What follows belongs to an exercise in optimizing a design on an open flow for small area and a short achievable clock period; a production flow would make more cautious choices.
Only the layout flow was run in this run; the RTL was not checked for function there.
No activity file was given, so power comes from the tool's default toggle rates.

## flow/config.mk

```make
export PLATFORM = sky130hd
export DESIGN_NAME = pipelined_RISC
export DESIGN_NICKNAME = pipelined_RISC
export VERILOG_FILES = /design/flow/design.v
export SDC_FILE = /design/flow/constraint.sdc
export NUM_CORES = 4
export LEC_CHECK = 0
export ABC_CLOCK_PERIOD_IN_PS = 3000
export CAP_MARGIN = 20
export CORE_MARGIN = 2
export CORE_UTILIZATION = 55
export SETUP_SLACK_MARGIN = 5
export SLEW_MARGIN = 20
```

## flow/constraint.sdc

```tcl
create_clock -name core_clock -period 8.0 [get_ports {clk}]
set_input_delay 1.6000 -clock core_clock [delete_from_list [all_inputs] [get_ports {clk}]]
set_output_delay 1.6000 -clock core_clock [all_outputs]
set_load 0.01 [all_outputs]
```

## flow/design.v

```verilog
module pipelined_RISC(clk, rst, start, imem_addr, imem_rdata, dmem_addr, dmem_wdata, dmem_we, dmem_re, dmem_rdata);
  input clk, rst, start;
  output [31:0] imem_addr;
  input  [31:0] imem_rdata;
  output [31:0] dmem_addr, dmem_wdata;
  output dmem_we, dmem_re;
  input  [31:0] dmem_rdata;
  reg  [31:2] pc;
  wire [31:2] pc_inc = pc + 30'd1;
  reg  [31:2] m_target;
  reg         m_take;
  always @(posedge clk or negedge rst)
    if (!rst)          pc <= 30'd0;
    else if (start)    pc <= 30'd0;
    else if (m_take)   pc <= m_target;
    else               pc <= pc_inc;
  assign imem_addr = {pc, 2'b00};
  wire [5:0] f_op  = imem_rdata[31:26];
  wire       f_isR = (f_op == 6'b000000);
  reg [31:0] d_ohs, d_oht;
  reg [15:0] d_imm;
  reg [31:2] d_pc;
  reg [4:0]  d_dest;
  reg        d_isR, d_isLW, d_isSW, d_isBEQ;
  reg [3:0]  d_fn;
  integer k;
  always @(posedge clk) begin
    for (k = 0; k < 32; k = k + 1) begin
      d_ohs[k] <= (imem_rdata[25:21] == k);
      d_oht[k] <= (imem_rdata[20:16] == k);
    end
    d_imm <= imem_rdata[15:0];
    d_pc  <= pc_inc;
  end
  always @(posedge clk or negedge rst)
    if (!rst) begin
      d_dest <= 5'd0; d_isR <= 1'b1; d_isLW <= 1'b0; d_isSW <= 1'b0;
      d_isBEQ <= 1'b0; d_fn <= 4'd0;
    end else begin
      d_dest  <= f_isR ? imem_rdata[15:11] : imem_rdata[20:16];
      d_isR   <= f_isR;
      d_isLW  <= (f_op == 6'b100011);
      d_isSW  <= (f_op == 6'b101011);
      d_isBEQ <= (f_op == 6'b000100);
      d_fn    <= imem_rdata[3:0];
    end
  wire f2  = d_fn[2];
  wire f1  = d_fn[1];
  wire f03 = d_fn[0] | d_fn[3];
  wire sub = d_isR & ~f2 & f1;            
  wire [31:0] se_imm = {{16{d_imm[15]}}, d_imm};
  reg [31:0] R [0:31];
  reg [31:0] valid;
  reg [31:0] w_data;
  reg [4:0]  w_dest;
  reg        w_regw;
  wire [31:0] sel1 = d_ohs & valid;
  wire [31:0] sel2 = d_oht & valid;
  reg  [31:0] rd1, rd2;
  integer j;
  always @(*) begin
    rd1 = 32'd0;
    rd2 = 32'd0;
    for (j = 0; j < 32; j = j + 1) begin
      rd1 = rd1 | ({32{sel1[j]}} & R[j]);
      rd2 = rd2 | ({32{sel2[j]}} & R[j]);
    end
  end
  reg [31:0] e_a, e_b, e_bx;
  reg [31:2] e_target;
  reg [4:0]  e_dest;
  reg        e_regw, e_lw, e_sw, e_beq;
  reg        e_sub, e_arith, e_and, e_or, e_slt;
  always @(posedge clk) begin
    e_a      <= rd1;
    e_b      <= rd2;
    e_bx     <= d_isR ? (rd2 ^ {32{sub}}) : se_imm;
    e_target <= d_pc + se_imm[29:0];
    e_dest   <= d_dest;
    e_sub    <= sub;
    e_arith  <= ~d_isR | (~f2 & ~f03);
    e_and    <= d_isR & f2 & ~f1 & ~f03;
    e_or     <= d_isR & f2 & ~f1 & f03;
    e_slt    <= d_isR & ~f2 & f1 & f03;
  end
  always @(posedge clk or negedge rst)
    if (!rst) begin
      e_regw <= 1'b0; e_lw <= 1'b0; e_sw <= 1'b0; e_beq <= 1'b0;
    end else begin
      e_regw <= d_isR | d_isLW;
      e_lw   <= d_isLW;
      e_sw   <= d_isSW;
      e_beq  <= d_isBEQ;
    end
  wire [33:0] sumx = {1'b0, e_a, 1'b1} + {1'b0, e_bx, e_sub};
  wire [32:0] sum  = sumx[33:1];
  wire [31:0] res  = ({32{e_arith}} & sum[31:0])
                   | ({32{e_and}} & (e_a & e_b))
                   | ({32{e_or}}  & (e_a | e_b))
                   | {31'd0, e_slt & ~sum[32]};
  wire eq = (e_a == e_b);
  reg [31:0] m_addr, m_wdata;
  reg [4:0]  m_dest;
  reg        m_we, m_re, m_regw;
  always @(posedge clk) begin
    m_addr   <= res;
    m_wdata  <= e_b;
    m_target <= e_target;
    m_dest   <= e_dest;
  end
  always @(posedge clk or negedge rst)
    if (!rst) begin
      m_take <= 1'b0; m_we <= 1'b0; m_re <= 1'b0; m_regw <= 1'b0;
    end else begin
      m_take <= e_beq & eq;
      m_we   <= e_sw;
      m_re   <= e_lw;
      m_regw <= e_regw;
    end
  assign dmem_addr  = m_addr;
  assign dmem_wdata = m_wdata;
  assign dmem_we    = m_we;
  assign dmem_re    = m_re;
  always @(posedge clk) begin
    w_data <= m_re ? dmem_rdata : m_addr;
    w_dest <= m_dest;
  end
  always @(posedge clk or negedge rst)
    if (!rst) w_regw <= 1'b0;
    else      w_regw <= m_regw;
  integer i;
  always @(posedge clk)
    for (i = 0; i < 32; i = i + 1)
      if (w_regw && w_dest == i) R[i] <= w_data;
  always @(posedge clk or negedge rst)
    if (!rst) valid <= 32'd0;
    else if (w_regw) valid[w_dest] <= 1'b1;
endmodule
```

## flow/run.sh

```bash
#!/bin/bash
# synth_recipe.tcl (not shown) runs the flow's synth.tcl, then flattens the netlist and writes it again
# the make line also repeats each setting of config.mk as NAME=value (left out here)
make -C /OpenROAD-flow-scripts/flow DESIGN_CONFIG=/design/flow/config.mk WORK_HOME=/design/flow/orfs CLKGATE_MAP_FILE= SYNTH_SCRIPT=/design/flow/synth_recipe.tcl finish
```

==> flow_summary.json <==
{
  "grt_overflow_total": 0,
  "drive_above_1_share_pct": 15.0,
  "slew_headroom_pct": 18.6,
  "maxCapViolations": 0,
  "drt-wirelength-per-cell_um": 44.2,
  "hold_buffers": 0,
  "worst_ep_arrival_time_ns": 3.80,
  "hold_slack_ns": 0.319,
  "synth-warning-count": 2,
  "vias": 46400,
  "final_cell_mix": "edfxtp_1, a22oi_1, dfxtp_1",
  "nets": 4639,
  "wl_um": 264000,
  "rsz0062_at_grt": "true",
  "hpwlAfterDp_um": 141000,
  "io_pins": 165,
  "synth_ff_type": "edfxtp_1",
  "gp_congestion": 0.931,
  "synth_top_area_share_pct": 51.5,
  "path_buf_inv": 1,
  "grt_start_max_net_pins": 53,
  "antenna_found_initial": 19,
  "cts_tree": "done",
  "firstDrtPassIters": 13,
  "detail-route-antenna-nets": 0,
  "startpoint_type": "register",
  "slowest_delay_ns": 0.64,
  "gr-usage-all-layers_pct": 46.8,
  "grt_pass1_wl_um": 354000,
  "hp-class": "reg -> reg",
  "drt_iter0_drc": 10400,
  "layout_commonest_cell": "edfxtp_1",
  "p_comb_share_pct": 3.6,
  "fp-row-count": 120,
  "ir_drop_mv": 0.211,
  "fin_ws_ns": 4.86,
  "fmax_mhz": 318,
  "clkSlewWorstSetupHoldPaths_ns": 0.06,
  "ys_ff_latch": 1490,
  "synth_cell_types": 75,
  "ys_seq_area_share_pct": 67.9,
  "clkPwrFrac_pct": 44.1,
  "initial_core_util_pct": 55.6,
  "cts_buffers": 151,
  "outcome": "timing/DRC/antenna clean",
  "required_ns": 8.66,
  "port-buffer-count": 162,
  "clk-insertion-delay-late_ns": 0.79,
  "dieArea_um2": 111000,
  "skew_ns": 0.0354,
  "stdcell_count": 5976,
  "synthCells": 4285,
  "fin_area_um2": 68600,
  "grt_pass1_vias": 43300,
  "leakage_nw": 24.3,
  "fin_crit_sh_pct": 39.2,
  "viasPerCell": 7.76,
  "cpLargestDelayFamily": "simple AND/OR/NAND/NOR gates",
  "worst_pin_slew_ns": 1.22,
  "dieHeight_um": 333,
  "slowest_stage": "or3_1",
  "fillers": 7914,
  "synth_area_leaders": "edfxtp_1, dfxtp_1, a22oi_1",
  "setup_tns_ns": 0,
  "cts_root_buf": "clkbuf_16",
  "power_frac_seq_pct": 52.3,
  "crit_type": "reg -> reg",
  "cts.sinks": 1490,
  "crit_chain": "and2_2, buf_6, a22o_1, a221oi_1, nand4_1, or3_1, xnor2_1, mux2_2",
  "finalSetupViolCount": 0,
  "coreArea_um2": 107000,
  "cp-end-kind": "register",
  "syn_area_um2": 59700,
  "clockBufferDepth": 3,
  "hold_viol_final": 0,
  "p_sw_share_pct": 22.2,
  "area_growth_pct": 14.9,
  "syn_avg_cell_area_um2": 13.9,
  "drv_slew": 0,
  "placed_area_um2": 63100,
  "ys_async_sr_fraction_pct": 5.64,
  "power_per_cell_area_nw_per_um2": 244,
  "htreeDepth": 4,
  "dp_slack_ns": 4.59,
  "worst-path-max-fanout": 19,
  "drc": 0,
  "yosysTopAreaCell": "edfxtp_1",
  "p_int_mw": 13.0,
  "min_period_ns": 3.14,
  "synth_edf_count": 1024,
  "die_w_um": 333,
  "switching_power_mw": 3.72,
  "dp.cells": 5650
}
## power groups by stage
stage          clock network [mW]  registers (mW)  logic [mW]
2_1_floorplan                   0            8.81       0.280
3_3_place_gp                    0            8.90       0.583
3_5_place_dp                    0            8.91       0.584
4_1_cts                      7.37            8.74       0.580
5_1_grt                      7.67            8.77       0.638
6_report                     7.39            8.76       0.610
## worst reg2reg max path, stage by stage, from the launching register on
cell	delay, ns
dfrtp_1	0.39
and2_2	0.41
buf_6	0.42
a22o_1	0.30
a221oi_1	0.24
nand4_1	0.12
or3_1	0.64
xnor2_1	0.22
mux2_2	0.28
## kinds of logic after synthesis
logic type | Yosys count | synth area share (%)
AOI/OAI and AO/OA | 1277 | 16.8
xor gates and xnor gates | 118 | 1.73
adders and majority gates | 135 | 2.86
buffers and inverters | 410 | 2.60
DFF | 1490 | 67.9
muxes | 59 | 1.09
other | 1 | 0.00628
and+or+nand+nor | 795 | 7.10
## worst paths after layout
kind | end | startpoint | slack, ns | cells after the start
hold reg to reg | m_target[16] | e_target[16] | 0.32 | 0
setup / recovery | e_bx[7] | valid[27] | 4.86 | 8
setup reg to reg | e_bx[7] | valid[27] | 4.86 | 8
min in group asynchronous | m_regw | rst | 0.80 | 1
hold / removal | m_target[16] | e_target[16] | 0.32 | 0
max in group asynchronous | pc[26] | rst | 5.83 | 2
## registers in the layout, summed over array words and instances (netlist names), 32 cells and up
name	cells
valid	32
m_addr	32
m_wdata	32
R	1024
e_b	32
e_bx	32
w_data	32
e_a	32
d_ohs	32
d_oht	32
## metal layers
layer	global-route usage (%)	share of wire [%]	routed length (um)
met5	1.26	0.11	300
met4	27.6	8.1	21400
met3	23.7	19	49000
met2	64.6	40	105000
met1	58.6	33	88400
## synthesized netlist by cell type, types with 20 or more instances
| cell | count |
|---|---|
| edfxtp_1 | 1024 |
| a22oi_1 | 643 |
| dfxtp_1 | 382 |
| clkbuf_1 | 272 |
| a221oi_1 | 192 |
| a22o_1 | 192 |
| nor2_1 | 173 |
| nand4_1 | 171 |
| ha_1 | 133 |
| nand2_1 | 100 |
| inv_1 | 96 |
| nand3_1 | 91 |
| xnor2_1 | 86 |
| dfrtp_1 | 83 |
| a21oi_1 | 68 |
| and2_1 | 68 |
| mux2_2 | 46 |
| or3_1 | 41 |
| buf_1 | 37 |
| a21o_1 | 36 |
| nor2b_1 | 35 |
| a31o_2 | 33 |
| or4_1 | 33 |
| xor2_1 | 32 |
| a221o_1 | 28 |
| o21ai_0 | 26 |
| nor3_1 | 20 |
## per-stage QoR
step                utilization, %  total power, mW
floorplan                        -             9.09
global placement              58.7             9.49
detailed placement            58.7             9.49
CTS                           63.7             16.7
global route                  63.9             17.1
finish                        63.9             16.8
## final cells by class
| type | instances | area (um2) | share of cell area, % |
|---|---|---|---|
| clock inverters | 75 | 875 | 1.28 |
| inverters | 97 | 364 | 0.531 |
| clock buffers | 207 | 4270 | 6.22 |
| multi-input cells | 2386 | 18100 | 26.4 |
| well taps | 1403 | 1760 | 2.56 |
| flip-flops and latches | 1490 | 40500 | 59.1 |
| repair buffers | 311 | 2630 | 3.84 |
| diodes | 7 | 17.5 | 0.0255 |
## timing repair
| item | in CTS | in global routing |
|---|---|---|
| endpoints found under the setup margin | 171 | 123 |
| setup buffers | 33 | 4 |
| gates resized for setup | 255 | 67 |
| pin swaps | 3 | 4 |

## afterwards: timing with drivers on the ports
No port has a modelled driver above. Below, the same layout with a new extraction and two added sets of constraints. Step 1 assumes that a clkbuf_16 drives the clock port and a buf_2 every other input. Step 2, shift: input delay + t, output delay - t, t = (earliest + latest rising clock arrival at the registers) / 2. This alone moves slack from input paths to output paths. Slacks: ideal ports / drivers / drivers and shift; pairs: ideal ports / drivers.
t, ns: 0.846
setup slack, ns: 4.860 / 4.860 / 4.574
worst register clock-pin slew, ns: 0.07 / 0.07
worst data-port slew with drivers (ns): 0.05
After both steps setup and hold are still met in this run. The setup slack of this run moves by 0.000 ns with the drivers and by -0.286 ns with both steps.
